This is an optimization exercise on Yosys and OpenROAD, whose aim is a short achievable clock period and few clock cycles per item, not a production implementation.
In this exercise RTL edits were held to simulation tests only and were not proved equivalent to the original.
Power figures rest on the tool's default switching activity, not on a simulated workload.

<file path="config.mk">
export PLATFORM = sky130hd
export DESIGN_NAME = RV32core
export DESIGN_NICKNAME = RV32core
export VERILOG_FILES = /design/flow/design.v
export SDC_FILE = /design/flow/constraint.sdc
export NUM_CORES = 4
export LEC_CHECK = 0
export CAP_MARGIN = 20
export CORE_MARGIN = 2
export CORE_UTILIZATION = 30
export PLACE_DENSITY = 0.5
export SLEW_MARGIN = 20
export SYNTH_HIERARCHICAL = 1
</file>
<file path="constraint.sdc">
create_clock -name core_clock -period 100.0 [get_ports {clk}]
set_input_delay 20.0000 -clock core_clock [delete_from_list [all_inputs] [get_ports {clk}]]
set_output_delay 20.0000 -clock core_clock [all_outputs]
set_load 0.01 [all_outputs]
</file>
<file path="design.v">
`timescale 1ns / 1ps
module FU_div #(parameter LK = 2)(
    input clk,
    input rst,
    input start,             
    input[4:0] start_rd,
    input[63:0] start_ra,    
    input[31:0] start_d,     
    input[4-LK:0] start_cnt,    
    input hold,              
    output reg busy,
    output fin,              
    output reg[4:0] rd,
    output[31:0] q
);
    reg[63:0] ra;
    reg[31:0] d;
    reg[4-LK:0] cnt;
    reg done;                
    reg[63:0] t;
    reg[32:0] r33;
    reg[33:0] diff;
    integer i;
    always @* begin
        t = ra;
        for (i = 0; i < (1 << LK); i = i + 1) begin
            r33 = t[63:31];
            diff = {1'b0, r33} - {2'b0, d};
            if (!diff[33]) t = {diff[31:0], t[30:0], 1'b1};
            else t = {t[62:0], 1'b0};
        end
    end
    assign fin = busy & ((cnt == 0) | done);
    assign q = done ? ra[31:0] : t[31:0];
    always @(posedge clk or posedge rst) begin
        if (rst) begin
            busy <= 1'b0;
            done <= 1'b0;
            cnt <= 0;
            rd <= 5'd0;
        end else if (start) begin
            busy <= 1'b1;
            done <= 1'b0;
            cnt <= start_cnt;
            rd <= start_rd;
        end else begin
            if (fin & ~hold) busy <= 1'b0;
            done <= fin & hold;
            cnt <= cnt - 1'b1;
        end
    end
    always @(posedge clk) begin
        if (start) begin
            ra <= start_ra;
            d <= start_d;
        end else if (~done) begin
            ra <= t;
        end
    end
endmodule
`timescale 1ns / 1ps
module  RV32core(
        input clk,   
        input rst,   
        output[31:0] imem_addr,
        input[31:0] imem_data,
        output dmem_en,
        output dmem_we,
        output[31:0] dmem_addr,
        output[31:0] dmem_wdata,
        input[31:0] dmem_rdata,
        output wb_en,
        output[4:0] wb_rd,
        output[31:0] wb_data
    );
    reg[31:0] pc;            
    reg[31:0] ir, ir_pc;     
    reg ir_v;
    reg ir_pred;             
    reg p1_wen, p1_load;     
    reg[4:0] p1_rd;
    reg[31:0] p1_data;
    reg m_en, m_we;          
    reg[31:0] m_addr, m_wdata;
    reg w_en;                
    reg[4:0] w_rd;           
    reg[31:0] w_data;        
    reg[4:0] wi_rd;
    reg[31:0] wi_data;
    reg[31:0] rf[1:31];      
    reg[31:1] rf_ok;
    assign imem_addr = pc;
    assign dmem_en = m_en;
    assign dmem_we = m_we;
    assign dmem_addr = m_addr;
    assign dmem_wdata = m_wdata;
    assign wb_en = w_en;
    assign wb_rd = w_rd;
    assign wb_data = w_data;
    wire[6:0] op = ir[6:0];
    wire[2:0] f3 = ir[14:12];
    wire[4:0] rd = ir[11:7];
    wire[4:0] rs1 = ir[19:15];
    wire[4:0] rs2 = ir[24:20];
    wire is_op    = op == 7'b0110011;
    wire is_opi   = op == 7'b0010011;
    wire is_lui   = op == 7'b0110111;
    wire is_auipc = op == 7'b0010111;
    wire is_load  = op == 7'b0000011;
    wire is_store = op == 7'b0100011;
    wire is_br    = op == 7'b1100011;
    wire is_jal   = op == 7'b1101111;
    wire is_jalr  = op == 7'b1100111;
    wire is_m     = is_op & ir[25];
    wire is_div   = is_m & f3[2];
    wire is_mul   = is_m & ~f3[2];
    wire use1 = is_op | is_opi | is_load | is_store | is_br | is_jalr;
    wire use2 = is_op | is_store | is_br;
    wire wrd  = (is_op | is_opi | is_lui | is_auipc | is_load | is_jal | is_jalr) & (rd != 5'd0);
    wire[31:0] imm_i = {{20{ir[31]}}, ir[31:20]};
    wire[31:0] imm_s = {{20{ir[31]}}, ir[31:25], ir[11:7]};
    wire[31:0] imm_b = {{20{ir[31]}}, ir[7], ir[30:25], ir[11:8], 1'b0};
    wire[31:0] imm_j = {{12{ir[31]}}, ir[19:12], ir[20], ir[30:21], 1'b0};
    wire[31:0] imm_u = {ir[31:12], 12'b0};
    wire[31:0] rf1 = ((rs1 == 5'd0) | ~rf_ok[rs1]) ? 32'd0 : rf[rs1];
    wire[31:0] rf2 = ((rs2 == 5'd0) | ~rf_ok[rs2]) ? 32'd0 : rf[rs2];
    wire[31:0] a = (p1_wen & (p1_rd == rs1)) ? p1_data :
                   (w_en & (wi_rd == rs1)) ? wi_data : rf1;
    wire[31:0] b = (p1_wen & (p1_rd == rs2)) ? p1_data :
                   (w_en & (wi_rd == rs2)) ? wi_data : rf2;
    wire d_busy, d_fin;
    wire[4:0] d_rd;
    wire[31:0] d_q;
    wire lu_haz = p1_wen & p1_load & ((use1 & (rs1 == p1_rd)) | (use2 & (rs2 == p1_rd)));
    wire d_wen = d_rd != 5'd0;
    wire dv_haz = d_busy & d_wen & ((use1 & (rs1 == d_rd)) | (use2 & (rs2 == d_rd)) | (wrd & (rd == d_rd)));
    wire ds_haz = is_div & d_busy & ~d_fin;
    wire stall = lu_haz | dv_haz | ds_haz;
    wire go = ir_v & ~stall;
    wire[31:0] opb = is_op ? b : imm_i;
    wire[4:0] sh = opb[4:0];
    wire sub = is_op & ir[30];
    wire[31:0] sum = sub ? a - opb : a + opb;
    wire ltu = a < opb;
    wire lts = (a[31] ^ opb[31]) ? a[31] : ltu;
    wire[63:0] sra = {{32{ir[30] & a[31]}}, a} >> sh;
    reg[31:0] alu;
    always @* begin
        case (f3)
            3'd0: alu = sum;
            3'd1: alu = a << sh;
            3'd2: alu = {31'd0, lts};
            3'd3: alu = {31'd0, ltu};
            3'd4: alu = a ^ opb;
            3'd5: alu = sra[31:0];
            3'd6: alu = a | opb;
            default: alu = a & opb;
        endcase
    end
    wire[31:0] mul = a * b;
    function [5:0] clz(input [31:0] v);
        integer k;
        begin
            clz = 6'd32;
            for (k = 0; k < 32; k = k + 1)
                if (v[k]) clz = 6'd31 - k;
        end
    endfunction
    wire dz = b == 32'd0;
    wire dlt = a < b;
    wire div_long = ~dz & ~dlt;
    wire[5:0] clz_a = clz(a);
    wire[5:0] clz_b = clz(b);
    wire[4:0] dsteps = clz_b[4:0] - clz_a[4:0];        
    localparam LK = 2;                                 
    wire[4-LK:0] dcnt = dsteps[4:LK];
    wire[4:0] dskip = {~dcnt, {LK{1'b0}}};             
    wire[63:0] dra = {32'd0, a} << dskip;
    wire[31:0] div_imm = dz ? 32'hFFFF_FFFF : 32'd0;
    wire b_ltu = a < b;
    wire b_lts = (a[31] ^ b[31]) ? a[31] : b_ltu;
    reg br_c;
    always @* begin
        case (f3)
            3'd0: br_c = a == b;
            3'd1: br_c = a != b;
            3'd4: br_c = b_lts;
            3'd5: br_c = ~b_lts;
            3'd6: br_c = b_ltu;
            default: br_c = ~b_ltu;
        endcase
    end
    wire taken = is_jal | is_jalr | (is_br & br_c);
    wire x_redir = go & (ir_pred ? (~taken | (pc != target)) : taken);
    wire[31:0] jalr_t = a + imm_i;
    wire[31:0] target = is_jalr ? {jalr_t[31:1], 1'b0} : ir_pc + (is_jal ? imm_j : imm_b);
    wire[31:0] pc4 = ir_pc + 32'd4;
    wire[31:0] x_target = taken ? target : pc4;
    wire fetch_ok = ~x_redir & ~(ir_v & stall);
    wire[31:0] pc_early = x_redir ? x_target : fetch_ok ? pc + 32'd4 : pc;
    wire f_pred;
    wire[31:0] pc_next;
    wire xr_v = go & wrd & ~is_load & ~(is_div & div_long);
    FetchPD fpd(.fi(imem_data), .pc(pc), .pc_early(pc_early), .en(fetch_ok), .rst(rst),
        .xr_v(xr_v), .xr_rd(rd), .xr_zero(res == 32'd0), .xr_neg(res[31]),
        .pc_next(pc_next), .pred(f_pred));
    reg[31:0] res;
    always @* begin
        if (is_lui) res = imm_u;
        else if (is_auipc) res = ir_pc + imm_u;
        else if (is_jal | is_jalr) res = pc4;
        else if (is_mul) res = mul;
        else if (is_div) res = div_imm;
        else res = alu;
    end
    wire[31:0] ea = a + (is_store ? imm_s : imm_i);
    wire x_wen = go & wrd & ~(is_div & div_long);
    wire d_out = d_fin & d_wen & ~x_wen;
    wire ent_v = x_wen | d_out;
    wire ent_load = x_wen & is_load;
    wire[4:0] ent_rd = x_wen ? rd : d_rd;
    wire[31:0] ent_data = x_wen ? res : d_q;
    FU_div #(.LK(LK)) du(.clk(clk), .rst(rst),
        .start(go & is_div & div_long), .start_rd(rd), .start_ra(dra), .start_d(b),
        .start_cnt(dcnt), .hold(x_wen & d_wen),
        .busy(d_busy), .fin(d_fin), .rd(d_rd), .q(d_q));
    wire w_en_n = p1_wen | (ent_v & ~ent_load);
    wire[4:0] w_rd_n = p1_wen ? p1_rd : ent_rd;
    wire[31:0] w_data_n = (p1_wen & p1_load) ? dmem_rdata : p1_wen ? p1_data : ent_data;
    always @(posedge clk or posedge rst) begin
        if (rst) begin
            ir_v <= 1'b0;
            ir_pred <= 1'b0;
            p1_wen <= 1'b0;
            p1_load <= 1'b0;
        end else begin
            if (x_redir) begin
                ir_v <= 1'b0;
                ir_pred <= 1'b0;
            end else if (~(ir_v & stall)) begin
                ir_v <= 1'b1;
                ir_pred <= f_pred;
            end
            if (p1_wen | ent_load) begin
                p1_wen <= ent_v;
                p1_load <= ent_load;
            end else begin
                p1_wen <= 1'b0;
                p1_load <= 1'b0;
            end
        end
    end
    always @(posedge clk) begin
        pc <= pc_next;
        m_en <= ~rst & go & (is_load | is_store);
        m_we <= ~rst & go & is_store;
        w_en <= ~rst & w_en_n;
    end
    always @(posedge clk) begin
        if (~(ir_v & stall)) begin
            ir <= imem_data;
            ir_pc <= pc;
        end
        p1_rd <= ent_rd;
        p1_data <= ent_data;
        m_addr <= ea;
        m_wdata <= b;
        w_rd <= w_rd_n;
        w_data <= w_data_n;
        if (w_en_n) begin
            wi_rd <= w_rd_n;
            wi_data <= w_data_n;
        end
    end
    always @(posedge clk or posedge rst) begin
        if (rst) rf_ok <= 31'd0;
        else if (w_en) rf_ok[wi_rd] <= 1'b1;
    end
    always @(posedge clk) begin
        if (w_en) rf[wi_rd] <= wi_data;
    end
endmodule
module FetchPD(
    input[31:0] fi,          
    input[31:0] pc,          
    input[31:0] pc_early,    
    input en,                
    input rst,               
    input xr_v,              
    input[4:0] xr_rd,        
    input xr_zero,
    input xr_neg,
    output[31:0] pc_next,
    output pred
);
    wire f_jal = fi[6:0] == 7'b1101111;
    wire f_jalr0 = (fi[6:0] == 7'b1100111) & (fi[19:15] == 5'd0);
    wire f_br = fi[6:0] == 7'b1100011;
    localparam FW = 10;      
    wire[11:1] imm_j = {fi[20], fi[30:21]};                  
    wire[11:1] imm_b = {fi[7], fi[30:25], fi[11:8]};         
    wire[FW-1:1] sj = pc[FW-1:1] + imm_j[FW-1:1];
    wire[FW-1:1] sb = pc[FW-1:1] + imm_b[FW-1:1];
    wire er_hit = xr_v & (fi[24:20] == 5'd0) & (fi[19:15] == xr_rd);
    reg er_taken;
    always @* begin
        case (fi[14:12])
            3'd0: er_taken = xr_zero;
            3'd1: er_taken = ~xr_zero;
            3'd4: er_taken = xr_neg;
            3'd5: er_taken = ~xr_neg;
            3'd6: er_taken = 1'b0;
            default: er_taken = 1'b1;
        endcase
    end
    wire br_pred = er_hit ? er_taken : fi[31];
    assign pred = f_jal | f_jalr0 | (f_br & br_pred);
    wire[31:0] ta = {{20{fi[31]}}, fi[31:21], 1'b0};
    wire en_r = en & ~rst;
    wire sel_j = en_r & f_jal;
    wire sel_a = en_r & f_jalr0;
    wire sel_b = en_r & f_br & br_pred;
    wire sel_e = ~rst & ~(sel_j | sel_a | sel_b);
    wire[31:0] tj = {pc[31:FW], sj, 1'b0};
    wire[31:0] tb = {pc[31:FW], sb, 1'b0};
    assign pc_next = ({32{sel_j}} & tj) | ({32{sel_b}} & tb) |
                     ({32{sel_a}} & ta) | ({32{sel_e}} & pc_early);
endmodule
</file>
<file path="flow/run.sh">
#!/bin/bash
cp standard.sh standard_sh.txt
export SETUP_SLACK_MARGIN=79.3
export BUFFER_PORTS_ARGS="-buffer_cell sky130_fd_sc_hd__buf_4"
bash standard.sh > standard.log 2>&1
</file>
<file path="standard.sh">
#!/bin/bash
# synth_recipe.tcl (not shown) runs the flow's synth.tcl, then flattens the netlist and writes it again
# the make line also repeats each setting of config.mk as NAME=value (left out here)
make -C /OpenROAD-flow-scripts/flow DESIGN_CONFIG=/design/flow/config.mk WORK_HOME=/design/flow/orfs CLKGATE_MAP_FILE= SYNTH_SCRIPT=/design/flow/synth_recipe.tcl "${@:-finish}"
</file>
==> results of run 1 <==
==> registers in the layout, summed over array words and instances, names as in the netlist, 3 cells and up, named ones only <==
register	flops
p1_rd	5
w_data	32
ir	32
du.d	32
m_wdata	32
p1_data	32
pc	32
rf	992
w_rd	5
du.cnt	3
wi_rd	5
m_addr	32
rf_ok	31
ir_pc	32
wi_data	32
du.rd	5
du.ra	64
==> layer usage <==
layer	track usage	up-vias
met5	0	-
met4	0.151	10
met3	0.0438	1065
met2	0.441	4836
met1	0.346	47100
li1	-	38600
==> per-stage QoR <==
stage	setup WS [ns]	hold slack [ns]	cells	total power, mW	util
floorplan	78.43	0.424	10400	2.67	-
global placement	77.39	0.456	15100	3.45	0.323
detailed placement	77.39	0.449	15100	3.47	0.323
CTS	78.61	0.456	15400	4.13	0.341
global route	78.63	0.516	15400	4.41	0.342
finish	78.66	0.454	15500	4.17	0.342
==> cell usage in the layout, fill, tap and decap left out, types with 282 or more instances in the layout <==
| cell type | count |
|---|---|
| mux4_2 | 409 |
| edfxtp_1 | 1189 |
| nor2_1 | 842 |
| fa_1 | 418 |
| ha_1 | 511 |
| xnor2_1 | 282 |
| buf_4 | 457 |
| mux2i_1 | 446 |
| inv_1 | 769 |
| a21oi_1 | 565 |
| o21ai_0 | 430 |
| nand2_1 | 743 |
==> cells by family (layout without fill, tap and decap cells) <==
| family | count (synthesis) | after routing |
|---|---|---|
| buffers and inverters | 1485 | 1737 |
| other | 1 | 25 |
| and+or+nand+nor | 2580 | 2583 |
| adders and majority gates | 933 | 933 |
| DFF | 1417 | 1417 |
| muxes | 1071 | 1071 |
| AOI/OAI and AO/OA | 2429 | 2429 |
| xor gates and xnor gates | 449 | 449 |
==> per-module statistics from Yosys (local to each module, per instance), a selection <==
module | times used | flip-flops and latches | cells
FetchPD | 1 | 0 | 172
RV32core | 1 | 1311 | 8769
==> where the power goes <==
group | total, mW | switching [mW] | internal [mW] | leakage [nW]
sequential | 0.799 | 0.0421 | 0.757 | 13.1
clock | 0.634 | 0.267 | 0.367 | 2.73
combinational | 2.74 | 1.69 | 1.05 | 32.0
==> area by class of cell <==
class                           count  share of cell area
Sequential cell                  1417               0.327
Clock inverter                     83             0.00640
Timing Repair inverter              1           0.0000401
Multi-Input combinational cell   7469               0.514
Inverter                          813              0.0245
Clock buffer                      226              0.0382
Antenna cell                       21            0.000421
Timing Repair Buffer              614              0.0420
Tap cell                         4816              0.0483
==> path summary, 6_finish.rpt <==
| path | startpoint | end | slack [ns] | cells after the start |
|---|---|---|---|---|
| setup / recovery | pc[3] | imem_addr[3] | 78.66 | 1 |
| hold / removal | du.cnt[0] | du.cnt[0] | 0.45 | 1 |
| setup reg to reg | flop | pc[23] | 83.74 | 46 |
| hold reg to reg | du.cnt[0] | du.cnt[0] | 0.45 | 1 |
| max in group asynchronous | rst | p1_load | 79.95 | 2 |
| min in group asynchronous | rst | du.rd[3] | 19.24 | 2 |
==> repair_timing <==
item,in CTS,in global routing
setup endpoints to repair,169,170
hold buffers,0,0
pin swaps,8,14
hold endpoints to repair,0,0
gates cloned,6,1
resized for setup,309,44
setup buffers,42,5
==> results by group, run 1 <==
Setup path
  • Crit path cell chain: buf_6
  • Worst Setup Start Kind: flop
  • Crit path max fanout: 2
  • WP buf/inv: 1
  • Crit path DAT: roughly 1.3 ns
  • Worst Path Required: about 80 ns
  • Slowest stage delay, CP: slightly below 0.4 ns
  • Critical path's top delay family: flip-flops
  • Worst Setup End Kind: output port
  • Setup CP Type: flop to output port
  • Worst path slowest cell: dfxtp_4

Logic synthesis
  • Yosys top cell by area: edfxtp_1
  • Simple-Gate Fraction of Synth Area: 0.108
  • Post-synth EDFFs: around 1200
  • Adder-cell share of the synthesized area: 0.135
  • Cell with the most instances after synthesis: edfxtp_1
  • Synth cell count leaders: 1189 x edfxtp_1, 879 x nor2_1, 772 x inv_1
  • Synth async-reset ratio: 0.0318
  • Post-synthesis register bit count: 1417
  • Dominant synthesized flop cell: edfxtp_1
  • Top post-synthesis cells by area: edfxtp_1 33%, mux4_2 8.4%, fa_1 7.7%
  • YS warnings: 9
  • Syn avg cell area: between 10 and 15 sq um
  • Post-synthesis mux area share: 0.147
  • Largest family of logic cells by synthesized area: compound AO/OA/AOI/OAI gates
  • Post-synth top area share: 0.325
  • XOR/XNOR Fraction of Synth Area: 0.0365
  • Compound-Gate Fraction of Synth Area: 0.149
  • Netlist Area Pre-Place: approximately 110000 sq um
  • Cells after Synth: a little over 10000
  • Yosys cell types: 131
  • Sequential area share after synthesis: 0.369

Outcome
  • Outcome: no timing/DRC/antenna violations

Cells and area
  • Area Growth Syn to Fin: 13.7%
  • # nets final: around 11000
  • Fill count: 36500
  • Layout cells sized above 1: 0.178
  • Seq. cell area: approximately 41000 sq um
  • Area of the multi-input gates: between 60000 and 70000 sq um
  • Post-route cell area: 125000 sq um

STA
  • Final Hold Fails: 0
  • RSZ-0062 raised after global routing: true
  • Fmax: 0.0469 GHz
  • Slew Viols, Final: 0
  • Fin Clk Skew: around 0.083 ns
  • Worst slew margin: 0.112
  • Worst-margin pin slew: 1.33 ns
  • Setup TNS: 0 ns
  • Finish-stage setup viols: 0
  • Period Utilization, post-route: 0.213
  • Fin crit period: ~21 ns

Clocking
  • Num CTS Buffers: 170
  • Worst-Skew Late Latency: roughly 0.90 ns
  • Root buffer cell: clkbuf_16
  • Reg clk slew, reported paths: ~0.06 ns
  • Sink Count: between 1000 and 1500
  • CTS tree: built
  • Max Root-Sink Buffers: 4
  • H-tree levels: 4

Drt
  • WL final: approximately 520 mm
  • # DRC: 0
  • Routed WL per cell: ~34 um
  • Top layer in use: met5
  • WL met1: 204 mm
  • Antenna-violating nets left: 0
  • DR vias: around 92000
  • Detailed-route vias per instance: between 5 and 6
  • DR pass1 iterations: 8
  • Routed wl met2: 241 mm
  • DR iter-0 viols: ~11000
  • Metal3 WL: 41.6 mm

Global route
  • Initial antenna violation count: 31
  • Global-route wire length before repair: 718 mm
  • Gr usage total: 0.272
  • Total gr overflow: 0
  • Vias in the first global route: between 90000 and 100k
  • Largest net degree at the start of global routing: 75

Flow run
  • Max-cap viol count: 0

Floorplanning
  • Die Y: 609 um
  • Core ar.: between 300000 and 400000 sq um
  • Die footprint: 371000 sq um
  • Std-Cell Rows: about 220
  • Num ports: 202
  • Die width: around 610 um
  • Effective utilization at floorplan: 0.301

Power and ir drop
  • Leakage power: approximately 48 nW
  • Worst vdd ir: ~0.000084 V
  • Pwr/cell area: around 33 nW/um^2

Hold path
  • Hold WC Path Type: flop to flop

Placed design
  • Post-DP HPWL: between 300 and 400 mm
  • Area after DPL: 118000 sq um
  • Buffers on Ports: 201
  • Routability cong.: 1.03
Testbench counts, summed over its fixed seeds: cycles 37,586, instrs 35,431.
==> run 2: changes to the inputs <==
==> flow/run.sh (replaced) <==
#!/bin/bash
cp standard.sh standard_sh.txt
export SETUP_SLACK_MARGIN=79.5
export BUFFER_PORTS_ARGS="-buffer_cell sky130_fd_sc_hd__buf_4"
bash standard.sh > standard.log 2>&1
--- a/config.mk
+++ b/config.mk
@@ -9,4 +9,4 @@
 export CORE_MARGIN = 2
-export CORE_UTILIZATION = 30
-export PLACE_DENSITY = 0.5
+export CORE_UTILIZATION = 45
+export PLACE_DENSITY = 0.65
 export SLEW_MARGIN = 20
==> run 2 against run 1 <==
Net effect: clock power fell by 3%; core utilization rose by 16 points; register-to-register slack got worse by 0.95 ns; clock-buffer cell count fell by 30; flip-flop and latch count did not move; sequential share of layout area rose by 0.57 points; final cell count fell by 11%; largest cell class unchanged; largest power group unchanged.
==> results by group, run 2 <==
Outcome
  • Outcome: no timing/DRC/antenna violations

Drt
  • Antenna-violating nets left: 0 (unchanged)
  • # DRC: 0 (unchanged)
  • DR pass1 iterations: 12 (+4)
  • Detailed-route vias per instance: 6.73 (+14%)
  • Routed WL per cell: 35.2 um (+4.5%)
  • DR iter-0 viols: 13600 (+21%)
  • WL final: 485 mm (-6.8%)
  • DR vias: 92800 (+1.3%)

Placed design
  • Inst Count DP: 13400 (-11%)
  • Routability cong.: 1.06 (+3.1%)
  • Area after DPL: 115000 sq um (-2.0%)
  • Buffers on Ports: 201 (unchanged)
  • Post-DP HPWL: 347 mm (-6.1%)
  • DP Worst Slack: 76.91 ns (-0.482 ns)

Floorplanning
  • Core ar.: 243000 sq um (-33%)
  • Effective utilization at floorplan: 0.452 (+0.151)
  • Die width: 498 um (-18%)
  • Die Y: 498 um (-18%)
  • Num ports: 202 (unchanged)
  • Die footprint: 248000 sq um (-33%)
  • Std-Cell Rows: 181 (-18%)

STA
  • Fin Clk Skew: 0.0925 ns (+0.00919 ns)
  • Worst slew margin: 0.152 (+0.0398)
  • Setup TNS: 0 ns (unchanged)
  • Worst-margin pin slew: 1.27 ns (-0.0657 ns)
  • Fmax: 0.0467 GHz (-0.41%)
  • Finish-stage setup viols: 0 (unchanged)
  • Period Utilization, post-route: 0.214 (+0.000885)
  • Fin crit period: 21.43 ns (+0.0885 ns)
  • Final Hold Fails: 0 (unchanged)
  • Min Hold Slack: 0.494 ns (+0.0402 ns)
  • PnR worst setup slack: 78.57 ns (-0.0885 ns)
  • RSZ-0062 raised after global routing: true
  • Slew Viols, Final: 0 (unchanged)

Logic synthesis
  • Top post-synthesis cells by area: edfxtp_1 33%, mux4_2 8.4%, fa_1 7.7%
  • Post-synth EDFFs: 1189 (unchanged)
  • Yosys top cell by area: edfxtp_1
  • Cells after Synth: 10400 (unchanged)
  • Synth cell count leaders: 1189 x edfxtp_1, 879 x nor2_1, 772 x inv_1
  • Post-synthesis register bit count: 1417 (unchanged)
  • Yosys cell types: 131 (unchanged)
  • Dominant synthesized flop cell: edfxtp_1
  • Post-synth top area share: 0.325 (unchanged)
  • Sequential area share after synthesis: 0.369 (unchanged)
  • Cell with the most instances after synthesis: edfxtp_1
  • Synth async-reset ratio: 0.0318 (unchanged)
  • YS warnings: 9 (unchanged)
  • Syn avg cell area: 10.6 sq um (unchanged)
  • Netlist Area Pre-Place: 110000 sq um (unchanged)

Clocking
  • Sink Count: 1417 (unchanged)
  • Num CTS Buffers: 158 (-7.1%)
  • Hold buffers post-CTS: 0 (unchanged)
  • Reg clk slew, reported paths: 0.06 ns (about the same)
  • Max Root-Sink Buffers: 3 (-1)
  • CTS tree: built
  • H-tree levels: 4 (unchanged)
  • Root buffer cell: clkbuf_16
  • Worst-Skew Late Latency: 0.87 ns (-0.03 ns)

Cells and area
  • Final core occ: 0.505 (+0.163)
  • Area Growth Syn to Fin: 11.7%
  • Post-route cell area: 123000 sq um (-1.7%)
  • Most frequent cells in the layout: 1189 x edfxtp_1, 842 x nor2_1, 770 x inv_1
  • Count of non-filler cells in the finished layout: 13800 (-11%)
  • # nets final: 11400 (-0.37%)
  • Max reg flops: 992 (unchanged)
  • Most common cell after layout, fill and taps aside: edfxtp_1
  • Top reg by flops: rf
  • Layout cells sized above 1: 0.174 (-0.00334)
  • Largest regs: rf x992, du.ra x64

Global route
  • Gr usage total: 0.381 (+0.109)
  • Global-route wire length before repair: 677 mm (-5.8%)
  • Vias in the first global route: 90400 (+0.050%)
  • Largest net degree at the start of global routing: 104 (+39%)
  • Initial antenna violation count: 35 (+13%)
  • Total gr overflow: 0 (unchanged)

Power and ir drop
  • Sw Ratio: 0.481 (+0.000935)
  • Worst vdd ir: 0.0000820 V (-2.8%)
  • Comb pwr share: 0.658 (+0.002)
  • Sequential power share: 0.193 (about the same)
  • Int Power: 2.15 mW (-1.1%)
  • P_sw: 1.99 mW (-0.68%)
  • Leakage power: 47.6 nW (-0.30%)
  • Tot Pwr: 4.14 mW (-0.88%)
  • Clock power frac: 0.149 (-0.003)
  • Pwr/cell area: 33.7 nW/um^2 (+0.87%)

Setup path
  • Crit path max fanout: 2 (unchanged)
  • Worst Setup End Kind: output port
  • Setup CP Type: flop to output port
  • Worst Setup Start Kind: flop
  • Crit path DAT: 1.43 ns (+0.09 ns)
  • Reg2reg end: pc[10]
  • Reg2Reg Depth: 44 (-4.3%)
  • Worst Path Required: 80.00 ns (about the same)
  • R2r setup slk: 82.79 ns (-0.95 ns)

Hold path
  • Hold EP: du.cnt[0]
  • Hold WC Path Type: flop to flop
  • Hold path start: du.cnt[0]
  • Hold Crit Depth: 1 (unchanged)

Flow run
  • Max-cap viol count: 0 (unchanged)
[run 2: cell types whose count changed in the layout (fill, tap and decap cells not counted), moves of 4 or more]
cell / change
clkbuf_1: -8
diode_2: -9
clkbuf_16: -21
dfxtp_2: -7
dfxtp_1: +5
bufinv_16: +6
clkinv_16: +13
buf_16: +5
inv_4: -4
buf_4: -41
buf_8: +10
[run 2: area by class of cell]
type / count / area (sq um)
inverter: 813 / 3060
fill: 21500 / 120000
multi-input combinational: 7468 / 64100
sequential: 1417 / 40800
clock inverter: 95 / 1330
antenna: 12 / 30.0
clock buffer: 196 / 4190
timing repair buffer: 584 / 5190
tap: 3202 / 4010
timing repair inverter: 1 / 5.00
[run 2: repair_timing]
| action | in CTS | in global routing |
|---|---|---|
| pin swaps | 3 | 19 |
| resized for setup | 306 | 54 |
| cloned | 5 | 1 |
| endpoints found under the setup margin | 169 | 172 |
| setup buffers | 37 | 5 |
[run 2: power groups by stage]
stage | Combinational (mW) | Sequential (mW) | Clock [mW]
global placement | 2.56 | 0.807 | 0
global route | 2.89 | 0.799 | 0.643
detailed placement | 2.60 | 0.808 | 0
finish | 2.72 | 0.798 | 0.617
floorplan | 1.88 | 0.790 | 0
CTS | 2.63 | 0.798 | 0.621
[run 2: modules after synthesis, one instance, submodules excluded, a selection]
module	area (sq um)	cells	copies in the design
FetchPD	1340	172	1
RV32core	95900	8769	1
[run 2: worst max-delay path by stage]
stage | start | end | slack [ns] | cells after the start
3_5_place_dp | imem_data[20] | pc[24] | 76.91 | 7
2_1_floorplan | imem_data[15] | pc[11] | 78.43 | 7
5_1_grt | w_en | wb_en | 78.53 | 2
6_report | w_en | wb_en | 78.57 | 2
4_1_cts | w_en | wb_en | 78.52 | 2
3_3_place_gp | imem_data[15] | pc[28] | 76.88 | 7
[run 2: critical path, cell delays in order (launching register included)]
cell and delay [ns]:
dfxtp_2 0.32, buf_6 0.12, buf_6 0.13
[run 2: cells by family after synthesis]
family / share of synthesized area
other: 0.0000341
AOI/OAI and AO/OA: 0.149
adders and majority gates: 0.135
muxes: 0.147
and+or+nand+nor: 0.108
DFF: 0.369
buffers and inverters: 0.0559
xor gates and xnor gates: 0.0365
[run 2: metal layers]
metal / part of all wire / track usage
met1: 0.37 / 0.488
met2: 0.44 / 0.578
met3: 0.11 / 0.0979
met4: 0.075 / 0.233
met5: 0.00031 / 0
==> run 3: changes to the inputs <==
--- a/design.v
+++ b/design.v
@@ -76,2 +76,3 @@
     reg[31:0] pc;            
+    reg[31:0] pc_i;          
     reg[31:0] ir, ir_pc;     
@@ -85,2 +86,3 @@
     reg w_en;                
+    reg wi_en;               
     reg[4:0] w_rd;           
@@ -127,5 +129,5 @@
     wire[31:0] a = (p1_wen & (p1_rd == rs1)) ? p1_data :
-                   (w_en & (wi_rd == rs1)) ? wi_data : rf1;
+                   (wi_en & (wi_rd == rs1)) ? wi_data : rf1;
     wire[31:0] b = (p1_wen & (p1_rd == rs2)) ? p1_data :
-                   (w_en & (wi_rd == rs2)) ? wi_data : rf2;
+                   (wi_en & (wi_rd == rs2)) ? wi_data : rf2;
     wire d_busy, d_fin;
@@ -193,3 +195,3 @@
     wire taken = is_jal | is_jalr | (is_br & br_c);
-    wire x_redir = go & (ir_pred ? (~taken | (pc != target)) : taken);
+    wire x_redir = go & (ir_pred ? (~taken | (pc_i != target)) : taken);
     wire[31:0] jalr_t = a + imm_i;
@@ -199,3 +201,3 @@
     wire fetch_ok = ~x_redir & ~(ir_v & stall);
-    wire[31:0] pc_early = x_redir ? x_target : fetch_ok ? pc + 32'd4 : pc;
+    wire[31:0] pc_early = x_redir ? x_target : fetch_ok ? pc_i + 32'd4 : pc_i;
     wire f_pred;
@@ -203,3 +205,3 @@
     wire xr_v = go & wrd & ~is_load & ~(is_div & div_long);
-    FetchPD fpd(.fi(imem_data), .pc(pc), .pc_early(pc_early), .en(fetch_ok), .rst(rst),
+    FetchPD fpd(.fi(imem_data), .pc(pc_i), .pc_early(pc_early), .en(fetch_ok), .rst(rst),
         .xr_v(xr_v), .xr_rd(rd), .xr_zero(res == 32'd0), .xr_neg(res[31]),
@@ -233,2 +235,4 @@
             ir_pred <= 1'b0;
+            pc_i <= 32'd0;
+            wi_en <= 1'b0;
             p1_wen <= 1'b0;
@@ -236,2 +240,4 @@
         end else begin
+            pc_i <= pc_next;
+            wi_en <= w_en_n;
             if (x_redir) begin
@@ -261,3 +267,3 @@
             ir <= imem_data;
-            ir_pc <= pc;
+            ir_pc <= pc_i;
         end
@@ -276,6 +282,6 @@
         if (rst) rf_ok <= 31'd0;
-        else if (w_en) rf_ok[wi_rd] <= 1'b1;
+        else if (wi_en) rf_ok[wi_rd] <= 1'b1;
     end
     always @(posedge clk) begin
-        if (w_en) rf[wi_rd] <= wi_data;
+        if (wi_en) rf[wi_rd] <= wi_data;
     end
==> flow/run.sh (replaced) <==
#!/bin/bash
cp standard.sh standard_sh.txt
export SETUP_SLACK_MARGIN=79.3
export BUFFER_PORTS_ARGS="-buffer_cell sky130_fd_sc_hd__buf_4"
bash standard.sh > standard.log 2>&1
--- a/config.mk
+++ b/config.mk
@@ -9,4 +9,4 @@
 export CORE_MARGIN = 2
-export CORE_UTILIZATION = 45
-export PLACE_DENSITY = 0.65
+export CORE_UTILIZATION = 30
+export PLACE_DENSITY = 0.5
 export SLEW_MARGIN = 20
==> run 3 against run 2 <==
Net effect: total power is 4.5% lower; via count is 3.1% lower; still clean on timing, DRC and antenna; die area is 51% higher; critical path depth is 1 lower; largest power group unchanged; synthesized cell count is 1.6% lower; combinational power is 8.1% lower; critical endpoint is now wb_data[14]; flip-flop and latch count is 33 higher.
==> results by group, run 3 <==
Outcome
  • Outcome: no timing/DRC/antenna violations

Cells and area
  • Count of non-filler cells in the finished layout: 15200 (+10%)
  • Area Growth Syn to Fin: 13.2%
  • Most common cell after layout, fill and taps aside: edfxtp_1
  • Top reg by flops: rf
  • Most frequent cells in the layout: 1189 x edfxtp_1, 882 x nor2_1, 812 x nand2_1
  • Layout cells sized above 1: 0.180 (+0.00601)
  • # nets final: 11300 (-1.4%)
  • Max reg flops: 992 (unchanged)
  • Largest regs: rf x992, du.ra x64

Setup path
  • Worst path slowest cell: dfxtp_4
  • Worst Setup Start Kind: flop
  • Slowest stage delay, CP: 0.44 ns (+0.12 ns)
  • Crit path cell chain: buf_6
  • Setup CP Type: flop to output port
  • Worst Setup End Kind: output port
  • WP buf/inv: 1 (-1)
  • Reg2Reg Depth: 47 (+6.8%)
  • Critical path's top delay family: flip-flops
  • Worst Path Required: 80.00 ns (about the same)
  • Critical path depth: 1 (-1)
  • Crit path max fanout: 1 (-1)
  • Crit path DAT: 1.49 ns (+0.06 ns)

Power and ir drop
  • Pwr/cell area: 31.6 nW/um^2 (-6.4%)
  • Leakage power: 48.4 nW (+1.6%)
  • Worst vdd ir: 0.0000941 V (+15%)

STA
  • Period Utilization, post-route: 0.215 (+0.000608)
  • Slew Viols, Final: 0 (unchanged)
  • Final Hold Fails: 0 (unchanged)
  • Worst slew margin: 0.146 (-0.00600)
  • Worst-margin pin slew: 1.27 ns (+0.00637 ns)
  • Min Hold Slack: 0.473 ns (-0.0204 ns)
  • Fin crit period: 21.49 ns (+0.0608 ns)
  • RSZ-0062 raised after global routing: true
  • Fin Clk Skew: 0.0841 ns (-0.00839 ns)
  • Finish-stage setup viols: 0 (unchanged)
  • Fmax: 0.0465 GHz (-0.28%)
  • Setup TNS: 0 ns (unchanged)

Logic synthesis
  • Top post-synthesis cells by area: edfxtp_1 32%, mux4_2 9.8%, fa_1 7.6%
  • Post-synth EDFFs: 1189 (unchanged)
  • Synth async-reset ratio: 0.0538 (+0.0220)
  • Yosys top cell by area: edfxtp_1
  • Cells after Synth: 10200 (-1.6%)
  • Cell with the most instances after synthesis: edfxtp_1
  • Syn avg cell area: 10.8 sq um (+2.3%)
  • YS warnings: 9 (unchanged)
  • Yosys cell types: 113 (-14%)
  • Post-synthesis register bit count: 1450 (+2.3%)
  • Sequential area share after synthesis: 0.374 (+0.00501)
  • Dominant synthesized flop cell: edfxtp_1
  • Netlist Area Pre-Place: 111000 sq um (+0.67%)
  • Post-synth top area share: 0.323 (-0.00217)
  • Synth cell count leaders: 1189 x edfxtp_1, 918 x nor2_1, 814 x nand2_1

Global route
  • Vias in the first global route: 89200 (-1.3%)
  • Global-route wire length before repair: 697 mm (+3.0%)
  • Gr usage total: 0.261 (-0.119)
  • Total gr overflow: 0 (unchanged)
  • Initial antenna violation count: 32 (-8.6%)
  • Largest net degree at the start of global routing: 101 (-2.9%)

Drt
  • Detailed-route vias per instance: 5.90 (-12%)
  • DR vias: 89900 (-3.1%)
  • WL final: 501 mm (+3.4%)
  • DR iter-0 viols: 11200 (-18%)
  • Antenna-violating nets left: 0 (unchanged)
  • Routed WL per cell: 32.9 um (-6.4%)
  • DR pass1 iterations: 8 (-4)
  • # DRC: 0 (unchanged)

Hold path
  • Hold WC Path Type: flop to flop
  • Hold Crit Depth: 1 (unchanged)

Clocking
  • Num CTS Buffers: 177 (+12%)
  • Max Root-Sink Buffers: 4 (+1)
  • Reg clk slew, reported paths: 0.06 ns (about the same)
  • CTS tree: built
  • H-tree levels: 4 (unchanged)
  • Sink Count: 1450 (+2.3%)
  • Root buffer cell: clkbuf_16
  • Worst-Skew Late Latency: 0.92 ns (+0.05 ns)

Floorplanning
  • Effective utilization at floorplan: 0.302 (-0.150)
  • Num ports: 202 (unchanged)
  • Die Y: 611 um (+23%)
  • Die width: 611 um (+23%)
  • Core ar.: 366000 sq um (+51%)
  • Std-Cell Rows: 222 (+23%)
  • Die footprint: 374000 sq um (+51%)

Placed design
  • Post-DP HPWL: 356 mm (+2.7%)
  • Buffers on Ports: 201 (unchanged)
  • Routability cong.: 1.02 (-4.2%)
  • Inst Count DP: 14900 (+11%)

Flow run
  • Max-cap viol count: 0 (unchanged)
-- run 3: cell families (layout without fill, tap and decap cells) --
logic type / Yosys count / count (layout) / share of synthesized area
xor gates and xnor gates: 433 / 433 / 0.0361
muxes: 1217 / 1217 / 0.167
buffers and inverters: 1431 / 1641 / 0.0528
other: 1 / 12 / 0.0000339
adders and majority gates: 933 / 933 / 0.134
DFF: 1450 / 1450 / 0.374
AOI/OAI and AO/OA: 2221 / 2221 / 0.135
and+or+nand+nor: 2509 / 2511 / 0.101
-- run 3: area by class of cell --
type / count / area (sq um)
antenna: 8 / 20.0
multi-input combinational: 7319 / 64200
timing repair buffer: 558 / 4860
tap: 4816 / 6030
clock buffer: 226 / 4800
clock inverter: 85 / 772
fill: 36500 / 241000
inverter: 772 / 2910
sequential: 1450 / 41500
-- run 3: routing by layer --
| metal | track usage | wire [um] | share of wire | up-vias |
|---|---|---|---|---|
| met3 | 0.0464 | 42600 | 0.085 | 1039 |
| li1 | - | - | - | 37800 |
| met2 | 0.412 | 227000 | 0.45 | 4710 |
| met4 | 0.140 | 31000 | 0.062 | 10 |
| met1 | 0.342 | 201000 | 0.40 | 46300 |
| met5 | 0 | 59 | 0.00012 | - |
-- run 3: path summary, 6_finish.rpt --
kind / end / slack [ns] / from
hold / removal: du.cnt[0] / 0.47 / du.cnt[0]
max in group asynchronous: p1_wen / 79.95 / rst
setup reg to reg: pc_i[13] / 83.02 / ir[20]
setup / recovery: wb_data[14] / 78.51 / w_data[14]
hold reg to reg: du.cnt[0] / 0.47 / du.cnt[0]
min in group asynchronous: pc_i[0] / 19.14 / rst
-- run 3: repair_timing --
| item | in CTS | in global routing |
|---|---|---|
| buffers inserted | 7 | 2 |
| resized for setup | 275 | 45 |
| hold buffers | 0 | 0 |
| setup endpoints to repair | 201 | 203 |
| pin swaps | 8 | 11 |
| cloned | 6 | 0 |
-- run 3: power by group --
part	switching, mW	internal, mW	total [mW]
combinational	1.52	0.982	2.50
sequential	0.0449	0.764	0.809
clock	0.273	0.365	0.639
total	1.84	2.11	3.95
-- run 3: metrics by stage --
stage                     setup slack, ns  utilization  power, mW  cell area, sq um
after CTS                           78.46        0.341       3.92            125000
after global routing                78.50        0.342       4.20            125000
after global placement              76.92        0.323       3.24            118000
after detailed placement            76.93        0.323       3.26            118000
final                               78.51        0.342       3.95            125000
after floorplan                     78.40            -       2.57            111000
-- run 3: modules after synthesis, one instance, submodules excluded, a selection --
module / cells / cell area, sq um
RV32core: 8599 / 96700
FetchPD: 172 / 1340
Testbench counts of run 3, summed over its fixed seeds: cycles 37,586, instrs 35,431.

==> what the ideal ports hide <==
In the flow no input, the clock included, has a driving cell. The finished layouts below were timed again as built, in two steps.
Step 1: set_driving_cell puts a clkbuf_16 on clk and a buf_2 on each other input, an assumption about the parent block.
Step 2 times the ports against the registers' clock, not the clock port: input delays grow and output delays shrink by t, the midpoint of the rising clock arrivals with the driver on.
Slacks: ideal ports / drivers / drivers and shift; pairs: ideal ports / drivers.
| run | shift t [ns] | setup WS [ns] | hold WS [ns] | worst setup path at the end | pins driven straight from the clock port |
|---|---|---|---|---|---|
| run 1 | 0.960 | 78.658 / 78.556 / 77.955 | 0.454 / 0.454 / 0.454 | input to register | 1 |
| run 2 | 0.918 | 78.570 / 78.475 / 77.908 | 0.494 / 0.494 / 0.494 | input to register | 1 |
| run 3 | 0.978 | 78.509 / 78.404 / 77.877 | 0.473 / 0.473 / 0.473 | input to register | 1 |
After both steps setup and hold are still met in every run listed. The setup slack of run 1, which loses most, moves by -0.102 ns with the drivers and by -0.703 ns with both steps.
